From an optimization exercise on the open Yosys and OpenROAD flow, aimed at small area; shortcuts taken in it are not production practice. RTL that was checked went through simulation tests only; none was proved equivalent to the original. Function not checked in run 4: the RTL went through the layout flow alone. No activity file was given, so power comes from the tool's default toggle rates.

## flow/run.sh

```bash
#!/bin/bash
# synth_recipe.tcl (not shown) runs the flow's synth.tcl, then flattens the netlist and writes it again
# the make line also repeats each setting of config.mk as NAME=value (left out here)
make -C /OpenROAD-flow-scripts/flow DESIGN_CONFIG=/design/flow/config.mk WORK_HOME=/design/flow/orfs CLKGATE_MAP_FILE= SYNTH_SCRIPT=/design/flow/synth_recipe.tcl finish
```

## flow/config.mk

```make
export PLATFORM = sky130hd
export DESIGN_NAME = top_coldstorage
export DESIGN_NICKNAME = top_coldstorage
export VERILOG_FILES = /design/flow/design.v
export SDC_FILE = /design/flow/constraint.sdc
export NUM_CORES = 4
export LEC_CHECK = 0
export ABC_AREA = 1
export CAP_MARGIN = 20
export CORE_MARGIN = 2
export CORE_UTILIZATION = 40
export SLEW_MARGIN = 20
```

## flow/constraint.sdc

```tcl
create_clock -name core_clock -period 10.0 [get_ports {clk}]
set_input_delay 2.0000 -clock core_clock [delete_from_list [all_inputs] [get_ports {clk}]]
set_output_delay 2.0000 -clock core_clock [all_outputs]
set_load 0.01 [all_outputs]
```

## flow/design.v

```verilog
module top_coldstorage(
  input         clk,           
  input         rst_n,         
  output reg    led_fan,       
  output reg    led_hum,       
  input         sda_lcd_in,
  output        sda_lcd_oe,
  output reg    scl_lcd,
  input         rx,
  output reg    tx
);
  reg        dht_en;
  reg [21:0] dcnt;
  reg [2:0]  k;
  always @(posedge clk or negedge rst_n) begin
    if (!rst_n) begin
      dcnt <= 22'd0;
      k    <= 3'd0;
    end else if (dht_en) begin
      if (dcnt == 22'd3000000) begin
        dcnt <= 22'd0;
        k    <= (k == 3'd5) ? 3'd0 : k + 3'd1;
      end else begin
        dcnt <= dcnt + 22'd1;
      end
    end
  end
  function [2:0] t6;
    input [2:0] kk;
    t6 = (kk >= 3'd3) ? kk - 3'd3 : kk + 3'd3;
  endfunction
  reg        rx_busy, rx_done;
  reg [6:0]  rcc;
  reg [3:0]  rbi;
  reg [7:0]  rsr;                
  wire rx_sample = rx_busy && (rcc == 7'd103);
  always @(posedge clk or negedge rst_n) begin
    if (!rst_n) begin
      rx_busy <= 1'b0;
      rcc     <= 7'd0;
      rbi     <= 4'd0;
      rx_done <= 1'b0;
    end else begin
      if (!rx_busy && !rx) begin
        rx_busy <= 1'b1;
        rx_done <= 1'b0;
        rcc     <= 7'd52;
        rbi     <= 4'd0;
      end
      if (rx_busy) begin
        if (!rx_sample) begin
          rcc <= rcc + 7'd1;
        end else begin
          rcc <= 7'd0;
          rbi <= rbi + 4'd1;
          if (rbi == 4'd9) begin
            rx_busy <= 1'b0;
            rx_done <= rx;
          end
        end
      end else if (rx_done) begin
        rx_done <= 1'b0;
      end
    end
  end
  always @(posedge clk) begin
    if (rx_sample && rbi != 4'd0 && rbi != 4'd9)
      rsr <= {rx, rsr[7:1]};
  end
  reg [2:0] rs;
  reg       cmd_pulse;           
  reg [2:0] c_cmd;
  reg [3:0] c_v0, c_v1;
  wire rd_cmd   = (rsr == 8'h41) || (rsr == 8'h42) || (rsr == 8'h43) ||
                  (rsr == 8'h44) || (rsr == 8'h4C);
  wire rd_digit = (rsr >= 8'h30) && (rsr <= 8'h39);
  wire rd_v0    = rd_digit || (rsr == 8'h2D);
  wire rd_colon = (rsr == 8'h3A);
  wire rd_end   = (rsr == 8'h0A) || (rsr == 8'h2A) || (rsr == 8'h2F);
  always @(posedge clk or negedge rst_n) begin
    if (!rst_n) begin
      rs        <= 3'd0;
      cmd_pulse <= 1'b0;
    end else begin
      cmd_pulse <= 1'b0;
      if (rx_done) begin
        case (rs)
          3'd0: if (rd_cmd)   rs <= 3'd1;
          3'd1: if (rd_v0)    rs <= 3'd2;
          3'd2: if (rd_colon) rs <= 3'd3;
          3'd3: if (rd_digit) rs <= 3'd4;
          3'd4: if (rd_end) begin
                  rs        <= 3'd0;
                  cmd_pulse <= 1'b1;
                end
          default: ;
        endcase
      end
    end
  end
  always @(posedge clk) begin
    if (rx_done) begin
      if (rs == 3'd0 && rd_cmd)   c_cmd <= {rsr[3], rsr[1], rsr[0]};
      if (rs == 3'd1 && rd_v0)    c_v0  <= rsr[3:0];
      if (rs == 3'd3 && rd_digit) c_v1  <= rsr[3:0];
    end
  end
  localparam M_WELCOME = 2'd0, M_TEMP = 2'd1, M_RX = 2'd2;
  reg [18:0] ic;                 
  reg        tick;
  reg        en_tx;
  reg        lcd_en;
  reg [2:0]  cT;                 
  reg [2:0]  cH;                 
  reg [2:0]  dk;                 
  reg [1:0]  mode;               
  reg [2:0]  rk;                 
  reg [2:0]  s_cmd;              
  reg [3:0]  s_v0, s_v1;
  wire       tx_msg_done;
  wire       lcd_done;
  wire fan_c = ({1'b0, t6(k)} + 4'd1) > {1'b0, cT};
  wire hum_c = k < cH;
  wire is_L = (c_cmd == 3'b100);
  wire is_A = (c_cmd == 3'b001);
  wire is_C = (c_cmd == 3'b011);
  wire v0_minus = (c_v0 == 4'hD);
  reg [2:0] new_cT, new_cH;
  always @(*) begin
    if (v0_minus)
      new_cT = (c_v1 == 4'd0) ? 3'd0 : 3'd6;
    else if (c_v0 <= 4'd2)
      new_cT = 3'd0;
    else if (c_v0 == 4'd3)
      new_cT = (c_v1 <= 4'd4) ? c_v1[2:0] + 3'd1 : 3'd6;
    else
      new_cT = 3'd6;
    if (v0_minus)
      new_cH = (c_v1 == 4'd0 || c_v1 == 4'd9) ? 3'd0 : 3'd6;
    else if (c_v0 <= 4'd3)
      new_cH = 3'd0;
    else if (c_v0 == 4'd4)
      new_cH = (c_v1 <= 4'd5) ? c_v1[2:0] : 3'd6;
    else
      new_cH = 3'd6;
  end
  always @(posedge clk or negedge rst_n) begin
    if (!rst_n) begin
      ic      <= 19'd0;
      tick    <= 1'b0;
      dht_en  <= 1'b0;
      en_tx   <= 1'b0;
      lcd_en  <= 1'b1;
      cT      <= 3'd5;
      cH      <= 3'd6;
      dk      <= 3'd7;
      mode    <= M_WELCOME;
      led_fan <= 1'b0;
      led_hum <= 1'b0;
    end else begin
      if (lcd_done && lcd_en)
        lcd_en <= 1'b0;
      if (ic == 19'd500000) begin
        ic   <= 19'd0;
        tick <= ~tick;
        if (tick) begin
          dht_en  <= 1'b1;
          en_tx   <= 1'b1;
          led_fan <= fan_c;
          led_hum <= hum_c;
          dk      <= k;
          mode    <= M_TEMP;
          lcd_en  <= 1'b1;
        end else begin
          dht_en  <= 1'b0;
        end
      end else begin
        ic <= ic + 19'd1;
      end
      if (cmd_pulse) begin
        if (is_L) begin
          led_fan <= (c_v0 == 4'd1);
          led_hum <= (c_v1 == 4'd1);
        end else begin
          if (is_A) cT <= new_cT;
          if (is_C) cH <= new_cH;
          led_fan <= fan_c;
          led_hum <= hum_c;
        end
        mode   <= M_RX;
        ic     <= 19'd0;
        lcd_en <= 1'b1;
      end
      if (en_tx && tx_msg_done)
        en_tx <= 1'b0;
    end
  end
  wire refresh = (ic == 19'd500000) && tick;
  always @(posedge clk) begin
    if (refresh || cmd_pulse)
      rk <= dk;
    if (cmd_pulse) begin
      s_cmd <= c_cmd;
      s_v0  <= c_v0;
      s_v1  <= c_v1;
    end
  end
  localparam T_IDLE = 2'd0, T_LOAD = 2'd1, T_TRANSMIT = 2'd2, T_DONE = 2'd3;
  reg [1:0]  ts;
  reg [3:0]  tix;
  reg        tmd;
  reg [19:0] tmr;
  reg [2:0]  mk;                 
  reg        mf, mh;             
  reg        tx_busy, tx_done;
  reg [3:0]  tbi;
  reg [6:0]  tcc;
  assign tx_msg_done = tmd;
  always @(posedge clk or negedge rst_n) begin
    if (!rst_n) begin
      mk  <= 3'd7;
      mf  <= 1'b0;
      mh  <= 1'b0;
      tmd <= 1'b0;
      tix <= 4'd0;
      tmr <= 20'd0;
      ts  <= T_IDLE;
    end else if (en_tx) begin
      case (ts)
        T_IDLE: begin
          tmd <= 1'b0;
          if (!tx_busy) begin
            if (tmr == 20'd1000000) begin
              tmr <= 20'd0;
              ts  <= T_LOAD;
            end else begin
              tmr <= tmr + 20'd1;
            end
          end
        end
        T_LOAD: begin
          if (tix == 4'd0) begin
            mk <= k;
            mf <= led_fan;
            mh <= led_hum;
          end
          ts <= T_TRANSMIT;
        end
        T_TRANSMIT: begin
          if (tx_done) begin
            if (tix != 4'd8) begin
              tix <= tix + 4'd1;
              ts  <= T_LOAD;
            end else begin
              tix <= 4'd0;
              ts  <= T_DONE;
            end
          end
        end
        T_DONE: begin
          tmd <= 1'b1;
          ts  <= T_IDLE;
        end
      endcase
    end
  end
  wire [3:0] txi = (tix == 4'd0) ? ((ts == T_TRANSMIT) ? 4'd0 : 4'd8) : tix - 4'd1;
  wire       mz = mk[2] & mk[1];
  reg  [7:0] tbyte;
  always @(*) begin
    case (txi)
      4'd0: tbyte = 8'h53;                                   
      4'd1: tbyte = 8'h3A;                                   
      4'd2: tbyte = mz ? 8'h30 : 8'h33;
      4'd3: tbyte = mz ? 8'h30 : {5'b00110, t6(mk)};
      4'd4: tbyte = mz ? 8'h30 : 8'h34;
      4'd5: tbyte = mz ? 8'h30 : {5'b00110, mk};
      4'd6: tbyte = {7'b0011000, mf};
      4'd7: tbyte = {7'b0011000, mh};
      default: tbyte = 8'h2F;                                
    endcase
  end
  wire tbit = (tbi == 4'd0) ? 1'b0 : (tbi == 4'd9) ? 1'b1 : tbyte[tbi[2:0] - 3'd1];
  wire send_start = (ts == T_TRANSMIT);
  always @(posedge clk or negedge rst_n) begin
    if (!rst_n) begin
      tx      <= 1'b1;
      tx_busy <= 1'b0;
      tbi     <= 4'd0;
      tcc     <= 7'd0;
      tx_done <= 1'b0;
    end else begin
      if (send_start && !tx_busy) begin
        tx_busy <= 1'b1;
        tbi     <= 4'd0;
        tcc     <= 7'd0;
        tx_done <= 1'b0;
      end
      if (tx_busy) begin
        if (tcc != 7'd103) begin
          tcc <= tcc + 7'd1;
        end else begin
          tcc <= 7'd0;
          tx  <= tbit;
          tbi <= tbi + 4'd1;
          if (tbi == 4'd9) begin
            tx_busy <= 1'b0;
            tx_done <= 1'b1;
          end
        end
      end
    end
  end
  localparam D_WAITEN = 3'd0, D_WRITE = 3'd1, D_WAITWRITE = 3'd2,
             D_WAITDELAY = 3'd3, D_DONE = 3'd4;
  localparam W_WAITEN = 4'd0, W_ADDR = 4'd1, W_WADDR = 4'd2,
             W_H1 = 4'd3, W_WH1 = 4'd4, W_DLY1 = 4'd5,
             W_H2 = 4'd6, W_WH2 = 4'd7,
             W_L1 = 4'd8, W_WL1 = 4'd9, W_DLY2 = 4'd10,
             W_L2 = 4'd11, W_WL2 = 4'd12, W_DONE = 4'd13;
  localparam F_WAITEN = 4'd0, F_PRESTART = 4'd1, F_START = 4'd2,
             F_AFTERSTART = 4'd3, F_PREWRITE = 4'd4, F_WRITELOW = 4'd5,
             F_WRITEHIGH = 4'd6, F_WRITEDONE = 4'd7, F_WAITACK = 4'd8,
             F_ACK1 = 4'd9, F_ACK2 = 4'd10, F_ACKDONE = 4'd11,
             F_PRESTOP = 4'd12, F_STOP = 4'd13, F_DONE = 4'd14;
  reg [2:0] dst;
  reg [5:0] ptr;
  reg [7:0] data;
  reg [3:0] wst;
  reg [3:0] fst;
  reg [3:0] bit_cnt;
  reg       sda_out, sda_en;
  reg [5:0] c;                   
  reg       c_clr;
  wire c50 = (c == 6'd50);
  wire c10 = (c == 6'd10);
  assign lcd_done = (wst == W_DONE);
  wire   i2c_done = (fst == F_DONE);
  wire cmd_data  = !(ptr <= 6'd6 || ptr == 6'd23);
  wire ena_write = (dst == D_WAITWRITE) && (wst == W_WAITEN);
  wire w_wait    = (wst == W_WADDR) || (wst == W_WH1) || (wst == W_WH2) ||
                   (wst == W_WL1) || (wst == W_WL2);
  wire en_write  = w_wait && (fst == F_WAITEN);
  wire start_frame = (wst == W_WADDR);
  wire stop_frame  = (wst == W_WL2);
  reg [7:0] i2c_data;
  always @(*) begin
    case (wst)
      W_WADDR: i2c_data = 8'h4E;
      W_WH1:   i2c_data = {data[7:4], 3'b110, cmd_data};
      W_WH2:   i2c_data = {data[7:4], 3'b100, cmd_data};
      W_WL1:   i2c_data = {data[3:0], 3'b110, cmd_data};
      default: i2c_data = {data[3:0], 3'b100, cmd_data};
    endcase
  end
  wire       rz = rk[2] & rk[1];
  wire [7:0] tt = rz ? 8'h00 : 8'h33;
  wire [7:0] tu = rz ? 8'h00 : {5'b00110, t6(rk)};
  wire [7:0] ht = rz ? 8'h00 : 8'h34;
  wire [7:0] hu = rz ? 8'h00 : {5'b00110, rk};
  wire [7:0] cmd_ch = {4'b0100, s_cmd[2], s_cmd[2] | (s_cmd[1:0] == 2'b00), s_cmd[1:0]};
  wire [7:0] v0_ch  = {3'b001, (s_v0 != 4'hD), s_v0};
  wire [7:0] v1_ch  = {4'b0011, s_v1};
  reg [127:0] row1, row2;
  always @(*) begin
    case (mode)
      M_WELCOME: begin
        row1 = "  Cold Storage  ";
        row2 = "     Welcome    ";
      end
      M_TEMP: begin
        row1 = {"Temp: ", tt, tu, " C      "};
        row2 = {"Humi: ", ht, hu, "%       "};
      end
      default: begin
        row1 = {"RX: ", cmd_ch, v0_ch, v1_ch, "         "};
        row2 = {"Tem:", tt, tu, "C Hum:", ht, hu, "% "};
      end
    endcase
  end
  reg [7:0] arr;
  always @(*) begin
    case (ptr)
      6'd0:  arr = 8'h02;
      6'd1:  arr = 8'h28;
      6'd2:  arr = 8'h0C;
      6'd3:  arr = 8'h06;
      6'd4:  arr = 8'h01;
      6'd5:  arr = 8'h80;
      6'd22: arr = 8'hC0;
      default: begin
        if (ptr >= 6'd6 && ptr <= 6'd21)
          arr = row1[8*(21 - ptr) +: 8];
        else if (ptr >= 6'd23 && ptr <= 6'd38)
          arr = row2[8*(38 - ptr) +: 8];
        else
          arr = 8'h00;
      end
    endcase
  end
  always @(posedge clk or negedge rst_n) begin
    if (!rst_n) begin
      dst <= D_WAITEN;
      ptr <= 6'd0;
    end else begin
      case (dst)
        D_WAITEN: begin
          ptr <= 6'd0;
          if (lcd_en) dst <= D_WRITE;
        end
        D_WRITE: begin
          ptr <= ptr + 6'd1;
          dst <= D_WAITWRITE;
        end
        D_WAITWRITE: if (lcd_done) dst <= D_WAITDELAY;
        D_WAITDELAY: begin
          if (ptr == 6'd39) dst <= D_DONE;
          else if (c50)     dst <= D_WRITE;
        end
        default: dst <= D_WAITEN;
      endcase
    end
  end
  always @(posedge clk) begin
    if (dst == D_WRITE)
      data <= arr;
  end
  always @(posedge clk or negedge rst_n) begin
    if (!rst_n) begin
      wst <= W_WAITEN;
    end else begin
      case (wst)
        W_WAITEN: if (ena_write) wst <= W_ADDR;
        W_ADDR:   wst <= W_WADDR;
        W_WADDR:  if (i2c_done) wst <= W_H1;
        W_H1:     wst <= W_WH1;
        W_WH1:    if (i2c_done) wst <= W_DLY1;
        W_DLY1:   if (c50) wst <= W_H2;
        W_H2:     wst <= W_WH2;
        W_WH2:    if (i2c_done) wst <= W_L1;
        W_L1:     wst <= W_WL1;
        W_WL1:    if (i2c_done) wst <= W_DLY2;
        W_DLY2:   if (c50) wst <= W_L2;
        W_L2:     wst <= W_WL2;
        W_WL2:    if (i2c_done) wst <= W_DONE;
        default:  wst <= W_WAITEN;
      endcase
    end
  end
  wire [2:0] bit_idx = bit_cnt[2:0] - 3'd1;
  always @(posedge clk or negedge rst_n) begin
    if (!rst_n) begin
      fst <= F_WAITEN;
    end else begin
      case (fst)
        F_WAITEN:     if (en_write) fst <= start_frame ? F_PRESTART : F_PREWRITE;
        F_PRESTART:   if (c10) fst <= F_START;
        F_START:      if (c10) fst <= F_AFTERSTART;
        F_AFTERSTART: if (c10) fst <= F_WRITELOW;
        F_PREWRITE:   if (c10) fst <= F_WRITELOW;
        F_WRITELOW:   if (c10) fst <= F_WRITEHIGH;
        F_WRITEHIGH:  if (c10) fst <= (bit_cnt == 4'd8) ? F_WRITEDONE : F_WRITELOW;
        F_WRITEDONE:  if (c10) fst <= F_WAITACK;
        F_WAITACK:    if (!sda_lcd_in) fst <= F_ACK1;
        F_ACK1:       if (c10) fst <= F_ACK2;
        F_ACK2:       if (c10) fst <= F_ACKDONE;
        F_ACKDONE:    if (c10) fst <= stop_frame ? F_PRESTOP : F_DONE;
        F_PRESTOP:    if (c10) fst <= F_STOP;
        F_STOP:       if (c10) fst <= F_DONE;
        default:      fst <= F_WAITEN;
      endcase
    end
  end
  always @(posedge clk or negedge rst_n) begin
    if (!rst_n) begin
      sda_en  <= 1'b1;
      sda_out <= 1'b1;
      scl_lcd <= 1'b1;
      bit_cnt <= 4'd0;
    end else begin
      case (fst)
        F_WAITEN: begin
          sda_en  <= 1'b1;
          bit_cnt <= 4'd0;
        end
        F_PRESTART: begin
          sda_out <= 1'b1;
          scl_lcd <= 1'b1;
        end
        F_START:      sda_out <= 1'b0;
        F_AFTERSTART: scl_lcd <= 1'b0;
        F_WRITELOW: begin
          scl_lcd <= 1'b0;
          sda_out <= i2c_data[3'd7 - bit_idx];
          if (c == 6'd0) bit_cnt <= bit_cnt + 4'd1;
        end
        F_WRITEHIGH:  scl_lcd <= 1'b1;
        F_WRITEDONE: begin
          scl_lcd <= 1'b0;
          sda_en  <= 1'b0;
        end
        F_ACK1:       scl_lcd <= 1'b1;
        F_ACK2:       scl_lcd <= 1'b0;
        F_PRESTOP:    scl_lcd <= 1'b1;
        F_STOP: begin
          sda_en  <= 1'b1;
          sda_out <= 1'b1;
        end
        F_DONE:       bit_cnt <= 4'd0;
        default: ;
      endcase
    end
  end
  assign sda_lcd_oe = sda_en & ~sda_out;
  wire f_delay = (fst != F_WAITEN) && (fst != F_WAITACK) && (fst != F_DONE);
  always @(posedge clk or negedge rst_n) begin
    if (!rst_n) begin
      c     <= 6'd0;
      c_clr <= 1'b1;
    end else begin
      c <= c_clr ? 6'd0 : c + 6'd1;
      if (f_delay)
        c_clr <= (c == 6'd9);
      else if (wst == W_DLY1 || wst == W_DLY2 || dst == D_WAITDELAY)
        c_clr <= 1'b0;
      else
        c_clr <= 1'b1;
    end
  end
endmodule
```

==> out/qor.csv, run 1 <==
stage,metric,value,unit
die,boundaryPins,9,
synthesis,synth_fp_nets,1696,
timing,timing.slew.headroom,37.7,%
die,floorplan.die.height,181,um
die,die_width,181,um
final_layout,commonest_non_fill_non_tap_cells_in_the_layout,"sky130_fd_sc_hd__nand2_1 (318), sky130_fd_sc_hd__inv_1 (235), sky130_fd_sc_hd__nor2_1 (190)",
placement,place.gp.congestion,0.915,
critical_path,worst_ep_required_time,8000,ps
final_layout,areaGrowthSynthToFinish,8.40,%
die,floorplan.initialDensity,40.7,%
drt,viasPerCell,5.17,
final_layout,num-fill-cells,3051,
synthesis,synth.yosys.seq_area_share,41.1,%
die,floorplan.rows,64,
timing,finalCritPeriodShare,36.1,%
drt,detail_route.first_pass.iterations,5,
critical_path,slowest_delay,530,ps
synthesis,synth_edf_count,41,
synthesis,synth_async_sr_flop_share,79.1,%
clocking,clkLatencyLatePin,440,ps
critical_path,cp_cell_sequence,inv_1 > nor2_1 > clkdlybuf4s50_1,
critical_path,cp_max_fo,2,
clocking,clock_transition_at_path_regs,80,ps
global_routing,grt_max_degree,80,
critical_path,worstSetupEndpointType,primary output,
clocking,cts_inserted_buffers,17,
synthesis,synth_ff_type,sky130_fd_sc_hd__dfrtp_1,
hold_path,path_type_of_the_worst_min_delay_path,reg2reg,
synthesis,synth.cell_area,12500,um2
critical_path,crit_slowest_cell,sky130_fd_sc_hd__clkdlybuf4s50_1,
power,power,0.00226,W
drt,postRouteAntennaNets,0,
timing,timing.final.setup_violations,0,
final_layout,antenna_cells,0,
timing,post-route-min-period,3610,ps
timing,rsz0062_at_grt,no,
synthesis,synth_cells,1636,
final_layout,fraction_of_final_layout_cells_sized_beyond_drive_strength_1,7.20,%
timing,final.setup.tns,0,ps
run,drv.max_cap_violation_count,0,
final_layout,mostFrequentLayoutCell,sky130_fd_sc_hd__nand2_1,
clocking,clock_tree.buffer_depth,2,
timing,skew,13.1,ps
timing,timing_worst_slew_pin_value,934,ps
timing,timing.final.hold_violations,0,
clocking,post_cts_setup_buffers,0,
clocking,cts_htree_levels,4,
clocking,clock_sink_count,196,
critical_path,worst_setup_path_category,reg2out,
critical_path,worst_ep_arrival_time,1610,ps
die,die_area,32600,um2
synthesis,synth.lib_cells_used.distinct,66,
outcome,status,finished clean,
synthesis,ys_ff_latch,196,
drt,initialDrtViolationCount,666,
die,core_region_area,30700,um2
power,power-per-cell-area,167,nW/um2
synthesis,yosys_warnings,1,
power,power.leakage,6.00,nW
timing,report.final.slew_viol_count,0,
global_routing,globalRouteTotalUtil,16.7,%
placement,placement.io_buffers,8,
drt,wire_per_inst,13.1,um
power,power.ir.vdd_worst,0.146,mV
clocking,post_cts_hold_buffer_count,0,
global_routing,antenna_found_initial,0,
drt,detail_route.wirelength,26.9,mm
final_layout,finalNetCount,1700,
clocking,cts_resized,0,
drt,route.detailed.drc,0,
clocking,cts_tree,done,
clocking,master_cell_of_the_clock_root_buffer,sky130_fd_sc_hd__clkbuf_16,
timing,fmax,277,MHz
global_routing,global_route.overflow_total,0,
synthesis,synthesis.area_per_instance,7.63,um2
global_routing,wire_length_of_the_first_global_routing_pass,46.1,mm
placement,place_hpwl,19.8,mm
global_routing,first_global_vias,9758,
drt,via_count,10600,
critical_path,timing.critical_path.from_type,flip-flop,
-- area by class of cell --
class | instances | area [um2] | area share (%)
Clock inverter | 15 | 169 | 1.25
Tap cell | 396 | 495 | 3.66
Clock buffer | 17 | 425 | 3.14
Inverter | 250 | 946 | 6.99
Multi-Input combinational cell | 1164 | 6260 | 46.3
Sequential cell | 196 | 5130 | 37.9
Timing Repair Buffer | 11 | 104 | 0.767
-- power breakdown --
part	switching (W)	total, W	internal [W]
Sequential	0.0000718	0.000971	0.000899
Clock	0.000325	0.000701	0.000376
Combinational	0.000388	0.000591	0.000203
-- sequential cells by signal, summed over array words and instances, names as in the netlist, 4 cells and up --
signal / flops
wst: 4
dcnt: 22
tcc: 7
s_v1: 4
c_v0: 4
s_v0: 4
tmr: 20
tix: 4
tbi: 4
data: 8
bit_cnt: 4
rsr: 8
rbi: 4
ic: 19
c: 6
fst: 4
c_v1: 4
ptr: 6
rcc: 7
-- Yosys cell counts, types with 8 or more instances --
cell                       count  area share (%)
sky130_fd_sc_hd__a21oi_1      80             3.2
sky130_fd_sc_hd__a31oi_1      12            0.60
sky130_fd_sc_hd__buf_2         8            0.32
sky130_fd_sc_hd__clkbuf_1     11            0.33
sky130_fd_sc_hd__dfrtp_1     139              28
sky130_fd_sc_hd__dfstp_2      16             3.4
sky130_fd_sc_hd__edfxtp_1     41             9.9
sky130_fd_sc_hd__ha_1         56             5.6
sky130_fd_sc_hd__inv_1       235             7.1
sky130_fd_sc_hd__inv_2        13            0.39
sky130_fd_sc_hd__nand2_1     318             9.6
sky130_fd_sc_hd__nand3_1     116             4.7
sky130_fd_sc_hd__nand4_1      37             1.9
sky130_fd_sc_hd__nor2_1      190             5.7
sky130_fd_sc_hd__nor2_2       11            0.55
sky130_fd_sc_hd__nor3_1       38             1.5
sky130_fd_sc_hd__nor3_2        9            0.72
sky130_fd_sc_hd__nor4_1       20             1.0
sky130_fd_sc_hd__o211ai_1      9            0.54
sky130_fd_sc_hd__o21ai_0     121             4.9
sky130_fd_sc_hd__o21ai_1      12            0.48
sky130_fd_sc_hd__o22ai_1      21             1.1
sky130_fd_sc_hd__o31ai_1       8            0.48
sky130_fd_sc_hd__xnor2_1      10            0.70
sky130_fd_sc_hd__xor2_1       25             1.8
-- critical path, delay by kind of cell (launching register included) --
kind                   cells  cell delay [ps]
and+or+nand+nor            1               80
DFF                        1              520
buffers and inverters      2              570
-- per-layer routing --
| metal | wire length [um] | global-route usage (%) | up-vias |
|---|---|---|---|
| met5 | 0 | 0 | - |
| met4 | 423 | 4.87 | 0 |
| met3 | 895 | 3.07 | 32 |
| met2 | 12600 | 27.4 | 188 |
| met1 | 13000 | 22.5 | 4916 |
| li1 | - | - | 5452 |
-- cells by family after synthesis --
family,Yosys count,share of synthesized area [%]
and+or+nand+nor,781,28.7
xor gates and xnor gates,37,2.72
adders and majority gates,56,5.61
DFF,196,41.1
muxes,3,0.261
AOI/OAI and AO/OA,287,12.8
buffers and inverters,276,8.74
-- final timing paths --
path | from | to | slack, ps | depth (start not counted)
setup reg to reg | ptr[1]$_DFFE_PN0N_ | data[0]$_DFFE_PP_ | 6520 | 13
hold / removal | bit_cnt[3]$_DFFE_PN0P_ | bit_cnt[3]$_DFFE_PN0P_ | 450 | 1
max in group asynchronous | rst_n | rcc[2]$_DFFE_PN0P_ | 6960 | 2
min in group asynchronous | rst_n | c[3]$_DFF_PN0_ | 1590 | 1
setup / recovery | sda_en$_DFFE_PN1P_ | sda_lcd_oe | 6390 | 3
hold reg to reg | bit_cnt[3]$_DFFE_PN0P_ | bit_cnt[3]$_DFFE_PN0P_ | 450 | 1
-- stage by stage --
step / instances / worst slack, ps / util [%] / hold WS [ps] / instance area [um2]
global route: 2049 / 6160 / 44.1 / 476 / 13500
detailed placement: 2017 / 6370 / 42.2 / 454 / 12900
CTS: 2049 / 6370 / 44.1 / 464 / 13500
global placement: 2017 / 6370 / 42.2 / 436 / 12900
floorplan: 1636 / 7310 / - / 423 / 12500
finish: 2049 / 6390 / 44.1 / 454 / 13500
==> inputs of run 2 (changes only) <==
--- a/flow/config.mk
+++ b/flow/config.mk
@@ -7,6 +7,6 @@
 export LEC_CHECK = 0
-export ABC_AREA = 1
 export CAP_MARGIN = 20
 export CORE_MARGIN = 2
-export CORE_UTILIZATION = 40
+export CORE_UTILIZATION = 75
+export CTS_BUF_LIST = sky130_fd_sc_hd__clkbuf_8
 export SLEW_MARGIN = 20
==> out/qor.csv, run 2 <==
stage,metric,value,unit,change
die,boundaryPins,9,,unchanged
critical_path,cp_cell_sequence,inv_1 > ha_1 > clkinv_1 > nand2_1 > a21oi_1 > a2111oi_0 > nor4_1 > or3_1,,was inv_1 > nor2_1 > clkdlybuf4s50_1
drt,initialDrtViolationCount,982,,was 666
final_layout,num-fill-cells,1113,,was 3051
timing,final.setup.tns,0,ps,unchanged
global_routing,antenna_found_initial,0,,unchanged
synthesis,synth_cells,1326,,was 1636
critical_path,cp.depth,8,,was 3
global_routing,global_route.overflow_total,0,,unchanged
clocking,clock_sink_count,196,,unchanged
critical_path,worst_ep_required_time,10230,ps,was 8000 ps
timing,fmax,260,MHz,was 277 MHz
drt,postRouteAntennaNets,0,,unchanged
placement,place_hpwl,16.7,mm,was 19.8 mm
critical_path,cp_max_fo,33,,was 2
final_layout,biggestRegsByFlops,"dcnt x22, tmr x20, ic x19",,unchanged
final_layout,areaGrowthSynthToFinish,4.40,%,was 8.40%
die,die_area,17000,um2,was 32600 um2
clocking,cts_tree,done,,unchanged
critical_path,slowest_delay,1000,ps,was 530 ps
synthesis,yosys_warnings,1,,unchanged
hold_path,worst_hold_path.endpoint,en_tx$_DFFE_PN0P_,,was bit_cnt[3]$_DFFE_PN0P_
clocking,post_cts_hold_buffer_count,0,,unchanged
final_layout,finalNonFillerCells,1518,,was 2049
synthesis,synth.cell_area,12000,um2,was 12500 um2
global_routing,grt_max_degree,98,,was 80
final_layout,utilization,79.5,%,was 44.1%
synthesis,yosys.cell_count.top_type,sky130_fd_sc_hd__dfrtp_1,,was sky130_fd_sc_hd__nand2_1
critical_path,worst_ep_arrival_time,4080,ps,was 1610 ps
synthesis,synth.lib_cells_used.distinct,78,,was 66
final_layout,top_register,dcnt,,unchanged
synthesis,synth_async_sr_flop_share,79.1,%,unchanged
die,core_region_area,15800,um2,was 30700 um2
die,floorplan.rows,46,,was 64
critical_path,regToRegEndpoint,data[0]$_DFFE_PP_,,unchanged
timing,finalCritPeriodShare,38.5,%,was 36.1%
drt,route.detailed.drc,0,,unchanged
synthesis,synthesis.area_per_instance,9.06,um2,was 7.63 um2
die,die_width,131,um,was 181 um
power,power.ir.vdd_worst,0.138,mV,was 0.146 mV
drt,viasPerCell,6.41,,was 5.17
power,power.leakage,5.19,nW,was 6.00 nW
clocking,clkLatencyLatePin,470,ps,was 440 ps
clocking,cts_resized,0,,unchanged
drt,via_count,9727,,was 10600
synthesis,cell_type_contributing_the_most_total_cell_area_after_synthesis,sky130_fd_sc_hd__dfrtp_1,,unchanged
drt,detail_route.first_pass.iterations,5,,unchanged
clocking,post_cts_setup_buffers,0,,unchanged
timing,report.final.slew_viol_count,0,,unchanged
critical_path,ff2ff_setup_slack,6150,ps,was 6520 ps
synthesis,synth.yosys.seq_area_share,42.7,%,was 41.1%
synthesis,yosys-top-cells-count,"sky130_fd_sc_hd__dfrtp_1 (139), sky130_fd_sc_hd__nand2_1 (130), sky130_fd_sc_hd__nor2_1 (120), sky130_fd_sc_hd__o21ai_0 (94), sky130_fd_sc_hd__nand3_1 (70)",,"was sky130_fd_sc_hd__nand2_1 (318), sky130_fd_sc_hd__inv_1 (235), sky130_fd_sc_hd__nor2_1 (190), sky130_fd_sc_hd__dfrtp_1 (139), sky130_fd_sc_hd__o21ai_0 (121)"
power,power-per-cell-area,110,nW/um2,was 167 nW/um2
final_layout,commonest_non_fill_non_tap_cells_in_the_layout,"sky130_fd_sc_hd__dfrtp_1 (139), sky130_fd_sc_hd__nand2_1 (130), sky130_fd_sc_hd__nor2_1 (120)",,"was sky130_fd_sc_hd__nand2_1 (318), sky130_fd_sc_hd__inv_1 (235), sky130_fd_sc_hd__nor2_1 (190)"
outcome,status,finished clean,,unchanged
critical_path,worstReg2RegStart,ptr[1]$_DFFE_PN0N_,,unchanged
global_routing,globalRouteTotalUtil,29.0,%,was 16.7%
timing,timing.final.hold_violations,0,,unchanged
global_routing,wire_length_of_the_first_global_routing_pass,40.1,mm,was 46.1 mm
timing,timing_worst_slew_pin_value,1060,ps,was 934 ps
clocking,cts_htree_levels,4,,unchanged
synthesis,synth_fp_nets,1386,,was 1696
synthesis,synth_edf_count,41,,unchanged
hold_path,timing.hold.worst.start,tmd$_DFFE_PN0P_,,was bit_cnt[3]$_DFFE_PN0P_
clocking,master_cell_of_the_clock_root_buffer,sky130_fd_sc_hd__clkbuf_8,,was sky130_fd_sc_hd__clkbuf_16
final_layout,antenna_cells,0,,unchanged
hold_path,path_type_of_the_worst_min_delay_path,reg2reg,,unchanged
final_layout,largest_register_ff_count,22,,unchanged
timing,skew,16.5,ps,was 13.1 ps
power,power,0.00137,W,was 0.00226 W
synthesis,ys_ff_latch,196,,unchanged
clocking,clock_tree.buffer_depth,2,,unchanged
final_layout,fraction_of_final_layout_cells_sized_beyond_drive_strength_1,6.07,%,was 7.20%
critical_path,timing.critical_path.from_type,flip-flop,,unchanged
final_layout,mostFrequentLayoutCell,sky130_fd_sc_hd__dfrtp_1,,was sky130_fd_sc_hd__nand2_1
synthesis,netlist_top_cells_area,"sky130_fd_sc_hd__dfrtp_1 (29%), sky130_fd_sc_hd__edfxtp_1 (10%), sky130_fd_sc_hd__ha_1 (5.8%), sky130_fd_sc_hd__nand2_1 (4.1%), sky130_fd_sc_hd__o21ai_0 (3.9%)",,"was sky130_fd_sc_hd__dfrtp_1 (28%), sky130_fd_sc_hd__edfxtp_1 (9.9%), sky130_fd_sc_hd__nand2_1 (9.6%), sky130_fd_sc_hd__inv_1 (7.1%), sky130_fd_sc_hd__nor2_1 (5.7%)"
critical_path,worst_setup_path_category,reg2reg,,was reg2out
critical_path,crit_slowest_cell,sky130_fd_sc_hd__dfrtp_1,,was sky130_fd_sc_hd__clkdlybuf4s50_1
timing,timing.final.setup_violations,0,,unchanged
placement,placedCellCount,1486,,was 2017
critical_path,worstSetupEndpointType,flip-flop,,was primary output
die,floorplan.initialDensity,76.2,%,was 40.7%
clocking,cts_inserted_buffers,17,,unchanged
synthesis,synth_ff_type,sky130_fd_sc_hd__dfrtp_1,,unchanged
die,floorplan.die.height,131,um,was 181 um
drt,wire_per_inst,16.1,um,was 13.1 um
final_layout,finalNetCount,1349,,was 1700
timing,post-route-min-period,3850,ps,was 3610 ps
timing,rsz0062_at_grt,no,,unchanged
global_routing,first_global_vias,8591,,was 9758
critical_path,worst_path_dominant_cell_family,flip-flops,,was buffers and inverters
timing,timing.slew.headroom,28.7,%,was 37.7%
synthesis,synth_largest_type_area_fraction,29.0,%,was 27.9%
critical_path,reg2regPathDepth,8,,was 13
hold_path,hold_path_depth,1,,unchanged
placement,place.gp.congestion,1.01,,was 0.915
critical_path,timing.critical_path.buf_inv,2,,unchanged
clocking,clock_transition_at_path_regs,100,ps,was 80 ps
drt,detail_route.wirelength,24.4,mm,was 26.9 mm
placement,placement.io_buffers,8,,unchanged
run,drv.max_cap_violation_count,0,,unchanged
run 2: cell count changes after synthesis, sizes merged, moves of 33 or more:
cell | previous run | this run
nand2 | 325 | 131
inv | 250 | 61
nor2 | 206 | 120
nand3 | 122 | 70
o21ai | 134 | 98
xnor2 | 10 | 43
run 2: worst max-delay path by stage:
| stage | startpoint | endpoint | slack, ps |
|---|---|---|---|
| 4_1_cts | sda_en$_DFFE_PN1P_ | sda_lcd_oe | 6210 |
| 3_5_place_dp | ptr[1]$_DFFE_PN0N_ | data[0]$_DFFE_PP_ | 6270 |
| 3_3_place_gp | ptr[1]$_DFFE_PN0N_ | data[0]$_DFFE_PP_ | 6400 |
| 6_report | ptr[1]$_DFFE_PN0N_ | data[0]$_DFFE_PP_ | 6150 |
| 5_1_grt | ptr[1]$_DFFE_PN0N_ | data[0]$_DFFE_PP_ | 6040 |
| 2_1_floorplan | sda_en$_DFFE_PN1P_ | sda_lcd_oe | 7270 |
run 2: routing by layer:
layer,vias up,track usage [%],part of all wire [%]
met5,-,0,0
met4,0,8.64,1.8
met3,34,5.66,5.5
met2,271,46.5,48
met1,4678,40.6,45
li1,4744,-,-
run 2: final cells by class:
class                           count  area (um2)  share of cell area (%)
Multi-Input combinational cell    999        6370                    50.8
Clock inverter                     15         188                    1.50
Timing Repair Buffer               13         119                   0.948
Inverter                           62         233                    1.86
Sequential cell                   196        5130                    40.9
Tap cell                          216         270                    2.16
Clock buffer                       17         234                    1.87
run 2: logic make-up (layout without fill, tap and decap cells):
family,Yosys count,after routing,share of synthesized area (%)
xor gates and xnor gates,82,82,5.98
buffers and inverters,131,107,4.29
adders and majority gates,56,56,5.83
DFF,196,196,42.7
and+or+nand+nor,523,523,22.0
AOI/OAI and AO/OA,319,319,17.5
muxes,19,19,1.65
run 2: report_power, final:
| group | leakage, nW | internal [W] | switching, W |
|---|---|---|---|
| registers | 2.38 | 0.000813 | 0 |
| clock network | 0.217 | 0.000254 | 0.000293 |
| logic | 2.59 | 0.00000139 | 0.0000126 |
| total | 5.19 | 0.00107 | 0.000306 |
run 2: stage by stage:
step           instance area (um2)  setup WS [ps]  hold WS [ps]
2_1_floorplan                12000           7270           422
3_3_place_gp                 12100           6400           427
3_5_place_dp                 12100           6270           442
4_1_cts                      12500           6210           460
5_1_grt                      12500           6040           500
6_report                     12500           6150           459
run 2: worst register-to-register path, delay by kind of cell (launching register included):
family,cells,cell delay (ps)
buffers and inverters,2,760
DFF,1,1000
AOI/OAI and AO/OA,2,480
and+or+nand+nor,3,560
adders and majority gates,1,800
==> inputs of run 3 (changes only) <==
--- a/flow/config.mk
+++ b/flow/config.mk
@@ -9,4 +9,3 @@
 export CORE_MARGIN = 2
-export CORE_UTILIZATION = 75
-export CTS_BUF_LIST = sky130_fd_sc_hd__clkbuf_8
+export CORE_UTILIZATION = 40
 export SLEW_MARGIN = 20
==> out/qor.csv, run 3 <==
stage,metric,value,unit,change
critical_path,slowest_delay,840,ps,was 1000 ps
final_layout,fraction_of_final_layout_cells_sized_beyond_drive_strength_1,6.21,%,was 6.07%
clocking,clkLatencyLatePin,440,ps,was 470 ps
final_layout,top_register,dcnt,,unchanged
synthesis,synth.yosys.seq_area_share,42.7,%,unchanged
power,power.ir.vdd_worst,0.111,mV,was 0.138 mV
synthesis,synthAdderAreaFrac,5.83,%,unchanged
die,die_area,31400,um2,was 17000 um2
die,die_width,177,um,was 131 um
final_layout,finalNetCount,1351,,was 1349
synthesis,synth_async_sr_flop_share,79.1,%,unchanged
power,internal-power,0.00120,W,was 0.00107 W
clocking,cts_htree_levels,4,,unchanged
synthesis,synth_cells,1326,,unchanged
critical_path,cp_cell_sequence,buf_4 > inv_1 > ha_1 > clkinv_1 > nand2_1 > a21oi_1 > a2111oi_0 > nor4_1 > or3_1,,was inv_1 > ha_1 > clkinv_1 > nand2_1 > a21oi_1 > a2111oi_0 > nor4_1 > or3_1
synthesis,synth_compound_area_share,17.5,%,unchanged
clocking,post_cts_setup_buffers,0,,unchanged
final_layout,antenna_cells,0,,unchanged
final_layout,largest_register_ff_count,22,,unchanged
timing,final.setup.tns,0,ps,unchanged
hold_path,path_type_of_the_worst_min_delay_path,reg2reg,,unchanged
drt,route.detailed.drc,0,,unchanged
synthesis,yosys.cell_count.top_type,sky130_fd_sc_hd__dfrtp_1,,unchanged
synthesis,netlist_top_cells_area,"sky130_fd_sc_hd__dfrtp_1 (29%), sky130_fd_sc_hd__edfxtp_1 (10%), sky130_fd_sc_hd__ha_1 (5.8%), sky130_fd_sc_hd__nand2_1 (4.1%), sky130_fd_sc_hd__o21ai_0 (3.9%)",,unchanged
drt,detail_route.first_pass.iterations,5,,unchanged
drt,initialDrtViolationCount,852,,was 982
global_routing,grt_max_degree,99,,was 98
synthesis,synth_mux_area_share,1.65,%,unchanged
critical_path,worstSetupEndpointType,flip-flop,,unchanged
critical_path,cp_max_fo,54,,was 33
clocking,cts_tree,done,,unchanged
final_layout,mostFrequentLayoutCell,sky130_fd_sc_hd__dfrtp_1,,unchanged
global_routing,global_route.overflow_total,0,,unchanged
critical_path,worst_ep_required_time,10180,ps,was 10230 ps
synthesis,synth.lib_cells_used.distinct,78,,unchanged
die,boundaryPins,9,,unchanged
power,net-switching-power,0.000362,W,was 0.000306 W
placement,place.gp.congestion,0.886,,was 1.01
drt,viasPerCell,5.59,,was 6.41
timing,post-route-min-period,3710,ps,was 3850 ps
timing,timing_worst_slew_pin_value,923,ps,was 1060 ps
power,power-per-cell-area,120,nW/um2,was 110 nW/um2
synthesis,yosys-top-cells-count,"sky130_fd_sc_hd__dfrtp_1 (139), sky130_fd_sc_hd__nand2_1 (130), sky130_fd_sc_hd__nor2_1 (120), sky130_fd_sc_hd__o21ai_0 (94), sky130_fd_sc_hd__nand3_1 (70)",,unchanged
outcome,status,finished clean,,unchanged
final_layout,commonest_non_fill_non_tap_cells_in_the_layout,"sky130_fd_sc_hd__dfrtp_1 (139), sky130_fd_sc_hd__nand2_1 (130), sky130_fd_sc_hd__nor2_1 (120)",,unchanged
power,combPwrFrac,0.9,%,was 1.0%
clocking,clock_tree.buffer_depth,2,,unchanged
critical_path,worst_setup_path_category,reg2reg,,unchanged
power,p_clk_share,47.2,%,was 39.8%
synthesis,synth_simple_gate_area_share,22.0,%,unchanged
clocking,clock_sink_count,196,,unchanged
clocking,clock_transition_at_path_regs,80,ps,was 100 ps
placement,placement.io_buffers,8,,unchanged
timing,fmax,269,MHz,was 260 MHz
clocking,cts_resized,0,,unchanged
timing,timing.final.hold_violations,0,,unchanged
clocking,cts_inserted_buffers,17,,unchanged
die,floorplan.die.height,177,um,was 131 um
drt,detail_route.wirelength,25.4,mm,was 24.4 mm
synthesis,post_synth_xor_area_fraction,5.98,%,unchanged
synthesis,main_combinational_cell_family_by_area_after_synthesis,simple AND/OR/NAND/NOR gates,,unchanged
die,floorplan.initialDensity,40.5,%,was 76.2%
critical_path,timing.critical_path.from_type,flip-flop,,unchanged
power,power.leakage,5.29,nW,was 5.19 nW
clocking,master_cell_of_the_clock_root_buffer,sky130_fd_sc_hd__clkbuf_16,,was sky130_fd_sc_hd__clkbuf_8
drt,via_count,9468,,was 9727
run,drv.max_cap_violation_count,0,,unchanged
timing,skew,13.9,ps,was 16.5 ps
synthesis,yosys_warnings,1,,unchanged
global_routing,antenna_found_initial,0,,unchanged
global_routing,first_global_vias,8935,,was 8591
synthesis,synth_ff_type,sky130_fd_sc_hd__dfrtp_1,,unchanged
critical_path,worst_ep_arrival_time,3890,ps,was 4080 ps
synthesis,synth_largest_type_area_fraction,29.0,%,unchanged
synthesis,synth_edf_count,41,,unchanged
final_layout,utilization,43.9,%,was 79.5%
clocking,post_cts_hold_buffer_count,0,,unchanged
die,floorplan.rows,63,,was 46
final_layout,areaGrowthSynthToFinish,8.28,%,was 4.40%
placement,place_hpwl,17.4,mm,was 16.7 mm
power,power_frac_seq,51.8,%,was 59.2%
synthesis,cell_type_contributing_the_most_total_cell_area_after_synthesis,sky130_fd_sc_hd__dfrtp_1,,unchanged
power,sw_frac_of_total,23.1,%,was 22.3%
synthesis,synthesis.area_per_instance,9.06,um2,unchanged
synthesis,synth_fp_nets,1386,,unchanged
drt,wire_per_inst,15.0,um,was 16.1 um
timing,report.final.slew_viol_count,0,,unchanged
final_layout,biggestRegsByFlops,"dcnt x22, tmr x20, ic x19",,unchanged
timing,timing.slew.headroom,38.5,%,was 28.7%
drt,postRouteAntennaNets,0,,unchanged
timing,rsz0062_at_grt,no,,unchanged
critical_path,crit_slowest_cell,sky130_fd_sc_hd__ha_1,,was sky130_fd_sc_hd__dfrtp_1
synthesis,synth.cell_area,12000,um2,unchanged
timing,timing.final.setup_violations,0,,unchanged
timing,finalCritPeriodShare,37.1,%,was 38.5%
die,core_region_area,29600,um2,was 15800 um2
final_layout,num-fill-cells,2872,,was 1113
synthesis,ys_ff_latch,196,,unchanged
global_routing,wire_length_of_the_first_global_routing_pass,44.4,mm,was 40.1 mm
global_routing,globalRouteTotalUtil,17.0,%,was 29.0%
==> run 3: logic make-up (layout without fill, tap and decap cells) <==
family	after synthesis	after routing
AND/OR/NAND/NOR	523	523
AO/OA/AOI/OAI	319	319
flip-flops	196	196
buffers and inverters	131	109
XOR/XNOR	82	82
adder cells (fa/ha/maj)	56	56
multiplexers	19	19
==> run 3: worst paths after layout <==
check                                    from                  to  slack (ps)  cells past startpoint
hold / removal                tmd$_DFFE_PN0P_   en_tx$_DFFE_PN0P_         460                      1
max in group asynchronous               rst_n    tbi[0]$_DFF_PN0_        7060                      2
min in group asynchronous               rst_n  fst[1]$_DFFE_PN0P_        1640                      1
setup / recovery           ptr[0]$_DFFE_PN0N_   data[0]$_DFFE_PP_        6290                      9
hold reg to reg               tmd$_DFFE_PN0P_   en_tx$_DFFE_PN0P_         460                      1
setup reg to reg           ptr[0]$_DFFE_PN0N_   data[0]$_DFFE_PP_        6290                      9
==> run 3: through the flow <==
step	power (W)	cells	setup WS (ps)	hold WS, ps	area, um2
2_1_floorplan	0.000829	1326	7270	422	12000
3_3_place_gp	0.000844	1662	6420	436	12400
3_5_place_dp	0.000844	1662	6340	458	12400
4_1_cts	0.00159	1694	6320	469	13000
5_1_grt	0.00163	1694	5970	480	13000
6_report	0.00157	1694	6290	455	13000
==> run 3: routing by layer <==
metal	GRT usage [%]	routed length, um
met2	26.5	11600
met5	0	0
met3	2.27	705
met4	4.88	376
met1	24.7	12700
==> run 3: cell type report <==
| cell class | instances | area (um2) | share of cell area (%) |
|---|---|---|---|
| clock inverter | 15 | 230 | 1.77 |
| multi-input combinational | 999 | 6370 | 48.9 |
| sequential | 196 | 5130 | 39.4 |
| inverter | 62 | 233 | 1.79 |
| timing repair buffer | 15 | 134 | 1.03 |
| clock buffer | 17 | 425 | 3.27 |
| tap | 390 | 488 | 3.75 |
==> run 3: critical path, delay by kind of cell, from the launching register on <==
family,cells,cell delay (ps)
buffers and inverters,3,1260
AND/OR/NAND/NOR,3,550
adder cells (fa/ha/maj),1,840
flip-flops,1,320
AO/OA/AOI/OAI,2,460
==> run 3: power by group through the flow <==
stage | Combinational (W) | Sequential, W | Clock [W]
after floorplan | 0.000000608 | 0.000829 | 0
final | 0.0000143 | 0.000812 | 0.000740
after CTS | 0.0000158 | 0.000812 | 0.000766
after global routing | 0.0000176 | 0.000812 | 0.000796
after global placement | 0.0000157 | 0.000829 | 0
after detailed placement | 0.0000158 | 0.000829 | 0
==> inputs of run 4 (changes only) <==
--- a/flow/design.v
+++ b/flow/design.v
@@ -19,3 +19,3 @@
     end else if (dht_en) begin
-      if (dcnt == 22'd3000000) begin
+      if (dcnt == DCNT_3M) begin
         dcnt <= 22'd0;
@@ -23,3 +23,3 @@
       end else begin
-        dcnt <= dcnt + 22'd1;
+        dcnt <= l22(dcnt);
       end
@@ -27,5 +27,25 @@
   end
+  function [21:0] l22; input [21:0] q; l22 = {q[20:0], ~(q[21] ^ q[20])}; endfunction
+  function [19:0] l20; input [19:0] q; l20 = {q[18:0], ~(q[19] ^ q[16])}; endfunction
+  function [18:0] l19; input [18:0] q; l19 = {q[17:0], ~(q[18] ^ q[17] ^ q[16] ^ q[13])}; endfunction
+  function [6:0]  l7;  input [6:0]  q; l7  = {q[5:0],  ~(q[6] ^ q[5])}; endfunction
+  function [5:0]  l6;  input [5:0]  q; l6  = {q[4:0],  ~(q[5] ^ q[4])}; endfunction
+  localparam [21:0] DCNT_3M   = 22'h1341a8;   
+  localparam [19:0] TMR_1M    = 20'h875ea;    
+  localparam [18:0] IC_500K   = 19'h56897;    
+  localparam [6:0]  BAUD_52   = 7'h58;        
+  localparam [6:0]  BAUD_103  = 7'h34;        
+  localparam [5:0]  C_50      = 6'h13;        
+  localparam [5:0]  C_10      = 6'h2f;        
+  localparam [5:0]  C_9       = 6'h37;        
   function [2:0] t6;
     input [2:0] kk;
-    t6 = (kk >= 3'd3) ? kk - 3'd3 : kk + 3'd3;
+    case (kk)
+      3'd0: t6 = 3'd3;
+      3'd1: t6 = 3'd4;
+      3'd2: t6 = 3'd5;
+      3'd3: t6 = 3'd0;
+      3'd4: t6 = 3'd1;
+      default: t6 = 3'd2;
+    endcase
   endfunction
@@ -35,3 +55,3 @@
   reg [7:0]  rsr;                
-  wire rx_sample = rx_busy && (rcc == 7'd103);
+  wire rx_sample = rx_busy && (rcc == BAUD_103);
   always @(posedge clk or negedge rst_n) begin
@@ -39,4 +59,2 @@
       rx_busy <= 1'b0;
-      rcc     <= 7'd0;
-      rbi     <= 4'd0;
       rx_done <= 1'b0;
@@ -46,15 +64,7 @@
         rx_done <= 1'b0;
-        rcc     <= 7'd52;
-        rbi     <= 4'd0;
       end
       if (rx_busy) begin
-        if (!rx_sample) begin
-          rcc <= rcc + 7'd1;
-        end else begin
-          rcc <= 7'd0;
-          rbi <= rbi + 4'd1;
-          if (rbi == 4'd9) begin
-            rx_busy <= 1'b0;
-            rx_done <= rx;
-          end
+        if (rx_sample && rbi == 4'd9) begin
+          rx_busy <= 1'b0;
+          rx_done <= rx;
         end
@@ -66,2 +76,13 @@
   always @(posedge clk) begin
+    if (!rx_busy) begin
+      rcc <= BAUD_52;
+      rbi <= 4'd0;
+    end else if (!rx_sample) begin
+      rcc <= l7(rcc);
+    end else begin
+      rcc <= 7'd0;
+      rbi <= rbi + 4'd1;
+    end
+  end
+  always @(posedge clk) begin
     if (rx_sample && rbi != 4'd0 && rbi != 4'd9)
@@ -75,3 +96,3 @@
                   (rsr == 8'h44) || (rsr == 8'h4C);
-  wire rd_digit = (rsr >= 8'h30) && (rsr <= 8'h39);
+  wire rd_digit = (rsr[7:4] == 4'h3) && (!rsr[3] || rsr[2:1] == 2'b00);
   wire rd_v0    = rd_digit || (rsr == 8'h2D);
@@ -162,3 +183,3 @@
         lcd_en <= 1'b0;
-      if (ic == 19'd500000) begin
+      if (ic == IC_500K) begin
         ic   <= 19'd0;
@@ -177,3 +198,3 @@
       end else begin
-        ic <= ic + 19'd1;
+        ic <= l19(ic);
       end
@@ -197,3 +218,3 @@
   end
-  wire refresh = (ic == 19'd500000) && tick;
+  wire refresh = (ic == IC_500K) && tick;
   always @(posedge clk) begin
@@ -232,3 +253,3 @@
           if (!tx_busy) begin
-            if (tmr == 20'd1000000) begin
+            if (tmr == TMR_1M) begin
               tmr <= 20'd0;
@@ -236,3 +257,3 @@
             end else begin
-              tmr <= tmr + 20'd1;
+              tmr <= l20(tmr);
             end
@@ -282,4 +303,19 @@
   end
-  wire tbit = (tbi == 4'd0) ? 1'b0 : (tbi == 4'd9) ? 1'b1 : tbyte[tbi[2:0] - 3'd1];
+  reg tbit;
+  always @(*) begin
+    case (tbi)
+      4'd0: tbit = 1'b0;
+      4'd1: tbit = tbyte[0];
+      4'd2: tbit = tbyte[1];
+      4'd3: tbit = tbyte[2];
+      4'd4: tbit = tbyte[3];
+      4'd5: tbit = tbyte[4];
+      4'd6: tbit = tbyte[5];
+      4'd7: tbit = tbyte[6];
+      4'd8: tbit = tbyte[7];
+      default: tbit = 1'b1;
+    endcase
+  end
   wire send_start = (ts == T_TRANSMIT);
+  wire tx_step = tx_busy && (tcc == BAUD_103);
   always @(posedge clk or negedge rst_n) begin
@@ -288,4 +324,2 @@
       tx_busy <= 1'b0;
-      tbi     <= 4'd0;
-      tcc     <= 7'd0;
       tx_done <= 1'b0;
@@ -294,17 +328,9 @@
         tx_busy <= 1'b1;
-        tbi     <= 4'd0;
-        tcc     <= 7'd0;
         tx_done <= 1'b0;
       end
-      if (tx_busy) begin
-        if (tcc != 7'd103) begin
-          tcc <= tcc + 7'd1;
-        end else begin
-          tcc <= 7'd0;
-          tx  <= tbit;
-          tbi <= tbi + 4'd1;
-          if (tbi == 4'd9) begin
-            tx_busy <= 1'b0;
-            tx_done <= 1'b1;
-          end
+      if (tx_step) begin
+        tx <= tbit;
+        if (tbi == 4'd9) begin
+          tx_busy <= 1'b0;
+          tx_done <= 1'b1;
         end
@@ -313,2 +339,13 @@
   end
+  always @(posedge clk) begin
+    if (!tx_busy) begin
+      tbi <= 4'd0;
+      tcc <= 7'd0;
+    end else if (!tx_step) begin
+      tcc <= l7(tcc);
+    end else begin
+      tcc <= 7'd0;
+      tbi <= tbi + 4'd1;
+    end
+  end
   localparam D_WAITEN = 3'd0, D_WRITE = 3'd1, D_WAITWRITE = 3'd2,
@@ -334,4 +371,4 @@
   reg       c_clr;
-  wire c50 = (c == 6'd50);
-  wire c10 = (c == 6'd10);
+  wire c50 = (c == C_50);
+  wire c10 = (c == C_10);
   assign lcd_done = (wst == W_DONE);
@@ -363,19 +400,2 @@
   wire [7:0] v1_ch  = {4'b0011, s_v1};
-  reg [127:0] row1, row2;
-  always @(*) begin
-    case (mode)
-      M_WELCOME: begin
-        row1 = "  Cold Storage  ";
-        row2 = "     Welcome    ";
-      end
-      M_TEMP: begin
-        row1 = {"Temp: ", tt, tu, " C      "};
-        row2 = {"Humi: ", ht, hu, "%       "};
-      end
-      default: begin
-        row1 = {"RX: ", cmd_ch, v0_ch, v1_ch, "         "};
-        row2 = {"Tem:", tt, tu, "C Hum:", ht, hu, "% "};
-      end
-    endcase
-  end
   reg [7:0] arr;
@@ -383,19 +403,50 @@
     case (ptr)
-      6'd0:  arr = 8'h02;
-      6'd1:  arr = 8'h28;
-      6'd2:  arr = 8'h0C;
-      6'd3:  arr = 8'h06;
-      6'd4:  arr = 8'h01;
-      6'd5:  arr = 8'h80;
+      6'd0: arr = 8'h02;
+      6'd1: arr = 8'h28;
+      6'd2: arr = 8'h0C;
+      6'd3: arr = 8'h06;
+      6'd4: arr = 8'h01;
+      6'd5: arr = 8'h80;
+      6'd6: arr = mode[1] ? 8'h52 : mode[0] ? 8'h54 : 8'h20;
+      6'd7: arr = mode[1] ? 8'h58 : mode[0] ? 8'h65 : 8'h20;
+      6'd8: arr = mode[1] ? 8'h3A : mode[0] ? 8'h6D : 8'h43;
+      6'd9: arr = mode[1] ? 8'h20 : mode[0] ? 8'h70 : 8'h6F;
+      6'd10: arr = mode[1] ? cmd_ch : mode[0] ? 8'h3A : 8'h6C;
+      6'd11: arr = mode[1] ? v0_ch : mode[0] ? 8'h20 : 8'h64;
+      6'd12: arr = mode[1] ? v1_ch : mode[0] ? tt : 8'h20;
+      6'd13: arr = mode[1] ? 8'h20 : mode[0] ? tu : 8'h53;
+      6'd14: arr = mode[0] | mode[1] ? 8'h20 : 8'h74;
+      6'd15: arr = mode[1] ? 8'h20 : mode[0] ? 8'h43 : 8'h6F;
+      6'd16: arr = mode[0] | mode[1] ? 8'h20 : 8'h72;
+      6'd17: arr = mode[0] | mode[1] ? 8'h20 : 8'h61;
+      6'd18: arr = mode[0] | mode[1] ? 8'h20 : 8'h67;
+      6'd19: arr = mode[0] | mode[1] ? 8'h20 : 8'h65;
+      6'd20: arr = 8'h20;
+      6'd21: arr = 8'h20;
       6'd22: arr = 8'hC0;
-      default: begin
-        if (ptr >= 6'd6 && ptr <= 6'd21)
-          arr = row1[8*(21 - ptr) +: 8];
-        else if (ptr >= 6'd23 && ptr <= 6'd38)
-          arr = row2[8*(38 - ptr) +: 8];
-        else
-          arr = 8'h00;
-      end
+      6'd23: arr = mode[1] ? 8'h54 : mode[0] ? 8'h48 : 8'h20;
+      6'd24: arr = mode[1] ? 8'h65 : mode[0] ? 8'h75 : 8'h20;
+      6'd25: arr = mode[0] | mode[1] ? 8'h6D : 8'h20;
+      6'd26: arr = mode[1] ? 8'h3A : mode[0] ? 8'h69 : 8'h20;
+      6'd27: arr = mode[1] ? tt : mode[0] ? 8'h3A : 8'h20;
+      6'd28: arr = mode[1] ? tu : mode[0] ? 8'h20 : 8'h57;
+      6'd29: arr = mode[1] ? 8'h43 : mode[0] ? ht : 8'h65;
+      6'd30: arr = mode[1] ? 8'h20 : mode[0] ? hu : 8'h6C;
+      6'd31: arr = mode[1] ? 8'h48 : mode[0] ? 8'h25 : 8'h63;
+      6'd32: arr = mode[1] ? 8'h75 : mode[0] ? 8'h20 : 8'h6F;
+      6'd33: arr = mode[1] ? 8'h6D : mode[0] ? 8'h20 : 8'h6D;
+      6'd34: arr = mode[1] ? 8'h3A : mode[0] ? 8'h20 : 8'h65;
+      6'd35: arr = mode[1] ? ht : mode[0] ? 8'h20 : 8'h20;
+      6'd36: arr = mode[1] ? hu : mode[0] ? 8'h20 : 8'h20;
+      6'd37: arr = mode[1] ? 8'h25 : mode[0] ? 8'h20 : 8'h20;
+      6'd38: arr = 8'h20;
+      default: arr = 8'h00;       
     endcase
   end
+  always @(posedge clk) begin
+    if (dst == D_WAITEN)
+      ptr <= 6'd0;
+    else if (dst == D_WRITE)
+      ptr <= ptr + 6'd1;
+  end
   always @(posedge clk or negedge rst_n) begin
@@ -403,13 +454,6 @@
       dst <= D_WAITEN;
-      ptr <= 6'd0;
     end else begin
       case (dst)
-        D_WAITEN: begin
-          ptr <= 6'd0;
-          if (lcd_en) dst <= D_WRITE;
-        end
-        D_WRITE: begin
-          ptr <= ptr + 6'd1;
-          dst <= D_WAITWRITE;
-        end
+        D_WAITEN: if (lcd_en) dst <= D_WRITE;
+        D_WRITE:  dst <= D_WAITWRITE;
         D_WAITWRITE: if (lcd_done) dst <= D_WAITDELAY;
@@ -449,3 +493,15 @@
   end
-  wire [2:0] bit_idx = bit_cnt[2:0] - 3'd1;
+  reg i2c_bit;
+  always @(*) begin
+    case (bit_cnt[2:0])
+      3'd0: i2c_bit = i2c_data[0];
+      3'd1: i2c_bit = i2c_data[7];
+      3'd2: i2c_bit = i2c_data[6];
+      3'd3: i2c_bit = i2c_data[5];
+      3'd4: i2c_bit = i2c_data[4];
+      3'd5: i2c_bit = i2c_data[3];
+      3'd6: i2c_bit = i2c_data[2];
+      default: i2c_bit = i2c_data[1];
+    endcase
+  end
   always @(posedge clk or negedge rst_n) begin
@@ -478,9 +534,5 @@
       scl_lcd <= 1'b1;
-      bit_cnt <= 4'd0;
     end else begin
       case (fst)
-        F_WAITEN: begin
-          sda_en  <= 1'b1;
-          bit_cnt <= 4'd0;
-        end
+        F_WAITEN:     sda_en  <= 1'b1;
         F_PRESTART: begin
@@ -493,4 +545,3 @@
           scl_lcd <= 1'b0;
-          sda_out <= i2c_data[3'd7 - bit_idx];
-          if (c == 6'd0) bit_cnt <= bit_cnt + 4'd1;
+          sda_out <= i2c_bit;
         end
@@ -508,3 +559,2 @@
         end
-        F_DONE:       bit_cnt <= 4'd0;
         default: ;
@@ -513,17 +563,18 @@
   end
+  always @(posedge clk) begin
+    if (fst == F_WAITEN || fst == F_DONE)
+      bit_cnt <= 4'd0;
+    else if (fst == F_WRITELOW && c == 6'd0)
+      bit_cnt <= bit_cnt + 4'd1;
+  end
   assign sda_lcd_oe = sda_en & ~sda_out;
   wire f_delay = (fst != F_WAITEN) && (fst != F_WAITACK) && (fst != F_DONE);
-  always @(posedge clk or negedge rst_n) begin
-    if (!rst_n) begin
-      c     <= 6'd0;
+  always @(posedge clk) begin
+    c <= c_clr ? 6'd0 : l6(c);
+    if (f_delay)
+      c_clr <= (c == C_9);
+    else if (wst == W_DLY1 || wst == W_DLY2 || dst == D_WAITDELAY)
+      c_clr <= 1'b0;
+    else
       c_clr <= 1'b1;
-    end else begin
-      c <= c_clr ? 6'd0 : c + 6'd1;
-      if (f_delay)
-        c_clr <= (c == 6'd9);
-      else if (wst == W_DLY1 || wst == W_DLY2 || dst == D_WAITDELAY)
-        c_clr <= 1'b0;
-      else
-        c_clr <= 1'b1;
-    end
   end
--- a/flow/config.mk
+++ b/flow/config.mk
@@ -9,3 +9,5 @@
 export CORE_MARGIN = 2
-export CORE_UTILIZATION = 40
+export CORE_UTILIZATION = 80
+export CTS_BUF_LIST = sky130_fd_sc_hd__clkbuf_8
+export PLACE_DENSITY = 0.85
 export SLEW_MARGIN = 20
==> out/qor.csv, run 4 <==
stage,metric,value,unit,change
outcome,status,finished clean,,unchanged
synthesis,synth_cells,1156,,was 1326
final_layout,largest_register_ff_count,22,,unchanged
clocking,post_cts_hold_buffer_count,0,,unchanged
critical_path,worst_ep_arrival_time,1690,ps,was 3890 ps
placement,placement.io_buffers,8,,unchanged
synthesis,synth.lib_cells_used.distinct,88,,was 78
placement,dp_worst_setup_slack,6610,ps,was 6340 ps
critical_path,worst_setup_path_category,reg2out,,was reg2reg
drt,wire_per_inst,19.9,um,was 15.0 um
drt,detail_route.wirelength,25.9,mm,was 25.4 mm
critical_path,slowest_delay,560,ps,was 840 ps
power,power.leakage,4.53,nW,was 5.29 nW
hold_path,path_type_of_the_worst_min_delay_path,reg2reg,,unchanged
run,drv.max_cap_violation_count,0,,unchanged
global_routing,first_global_vias,8854,,was 8935
clocking,clock_sink_count,196,,unchanged
critical_path,ff2ff_setup_slack,7190,ps,was 6290 ps
synthesis,synth_async_sr_flop_share,59.2,%,was 79.1%
synthesis,synth_edf_count,41,,unchanged
clocking,cts_htree_levels,4,,unchanged
synthesis,synth_compound_area_share,16.4,%,was 17.5%
die,die_width,120,um,was 177 um
critical_path,timing.critical_path.buf_inv,1,,was 3
drt,viasPerCell,6.93,,was 5.59
timing,setup_ws,6310,ps,was 6290 ps
critical_path,cp.depth,2,,was 9
critical_path,timing.critical_path.from_type,flip-flop,,unchanged
timing,skew,9.87,ps,was 13.9 ps
drt,detail_route.first_pass.iterations,6,,was 5
clocking,cts_resized,0,,unchanged
timing,fmax,271,MHz,was 269 MHz
timing,post-route-min-period,3690,ps,was 3710 ps
power,power-per-cell-area,122,nW/um2,was 120 nW/um2
clocking,clock_tree.buffer_depth,2,,unchanged
synthesis,synth.yosys.seq_area_share,45.7,%,was 42.7%
die,floorplan.initialDensity,81.9,%,was 40.5%
final_layout,commonest_non_fill_non_tap_cells_in_the_layout,"sky130_fd_sc_hd__nand2_1 (154), sky130_fd_sc_hd__dfrtp_1 (101), sky130_fd_sc_hd__nor2_1 (77)",,"was sky130_fd_sc_hd__dfrtp_1 (139), sky130_fd_sc_hd__nand2_1 (130), sky130_fd_sc_hd__nor2_1 (120)"
die,floorplan.die.height,120,um,was 177 um
global_routing,antenna_found_initial,0,,unchanged
global_routing,global_route.overflow_total,0,,unchanged
clocking,clock_transition_at_path_regs,100,ps,was 80 ps
critical_path,worstReg2RegStart,ptr[0]$_SDFFE_PP0P_,,was ptr[0]$_DFFE_PN0N_
synthesis,yosys-top-cells-count,"sky130_fd_sc_hd__nand2_1 (154), sky130_fd_sc_hd__dfrtp_1 (101), sky130_fd_sc_hd__nor2_1 (77), sky130_fd_sc_hd__o21ai_0 (68), sky130_fd_sc_hd__clkbuf_1 (60)",,"was sky130_fd_sc_hd__dfrtp_1 (139), sky130_fd_sc_hd__nand2_1 (130), sky130_fd_sc_hd__nor2_1 (120), sky130_fd_sc_hd__o21ai_0 (94), sky130_fd_sc_hd__nand3_1 (70)"
global_routing,globalRouteTotalUtil,37.1,%,was 17.0%
critical_path,worst_path_dominant_cell_family,flip-flops,,was buffers and inverters
synthesis,cell_type_contributing_the_most_total_cell_area_after_synthesis,sky130_fd_sc_hd__dfrtp_1,,unchanged
clocking,clkLatencyLatePin,470,ps,was 440 ps
placement,place.gp.congestion,0.993,,was 0.886
==> run 4: how the worst min path moves through the flow <==
stage | from | endpoint | slack (ps)
after floorplan | rcc[3]$_SDFF_PN1_ | rcc[4]$_SDFF_PN1_ | 410
after global placement | rcc[3]$_SDFF_PN1_ | rcc[4]$_SDFF_PN1_ | 430
after detailed placement | rcc[3]$_SDFF_PN1_ | rcc[4]$_SDFF_PN1_ | 440
after CTS | rcc[3]$_SDFF_PN1_ | rcc[4]$_SDFF_PN1_ | 460
after global routing | lcd_en$_DFF_PN1_ | lcd_en$_DFF_PN1_ | 490
final | rcc[3]$_SDFF_PN1_ | rcc[4]$_SDFF_PN1_ | 460
==> run 4: cell families (layout without fill, tap and decap cells) <==
family | Yosys count | in the layout
AOI/OAI and AO/OA | 266 | 266
muxes | 44 | 44
adders and majority gates | 39 | 39
buffers and inverters | 123 | 96
xor gates and xnor gates | 23 | 23
DFF | 196 | 196
and+or+nand+nor | 465 | 465
==> run 4: final cells by class <==
type | instances | area share [%]
Clock buffer | 17 | 2.09
Clock inverter | 15 | 1.06
Inverter | 50 | 1.68
Multi-Input combinational cell | 837 | 48.1
Sequential cell | 196 | 44.1
Tap cell | 176 | 1.97
Timing Repair Buffer | 14 | 1.09
==> run 4: routing by layer <==
layer,global-route usage (%),up-vias,wire length [um],part of all wire [%]
li1,-,4091,-,-
met1,47.8,4329,10100,39
met2,61.1,508,12900,50
met3,5.80,120,1740,6.7
met4,19.5,0,1180,4.6
met5,0,-,0,0
==> run 4: through the flow <==
step / area, um2 / power (W) / cells / util [%] / hold WS [ps]
after floorplan: 10800 / 0.000885 / 1156 / - / 412
after CTS: 11200 / 0.00137 / 1305 / 84.9 / 457
after detailed placement: 10800 / 0.000908 / 1273 / 82.2 / 440
after global placement: 10800 / 0.000901 / 1273 / 82.2 / 429
after global routing: 11200 / 0.00141 / 1305 / 84.9 / 494
final: 11200 / 0.00137 / 1305 / 84.9 / 457
==> run 4: where the power goes <==
part	switching [W]	total [W]	internal, W
sequential	0.0000152	0.000846	0.000831
combinational	0.0000269	0.0000459	0.0000191
clock	0.000295	0.000475	0.000180
total	0.000337	0.00137	0.00103

Setup slack of run 4, layout unchanged: 6.312 ns with ideal ports, 6.271 ns with driving cells assumed (clock clkbuf_16, inputs buf_2), 6.661 ns with port delays also shifted by the 0.506 ns mid clock arrival.
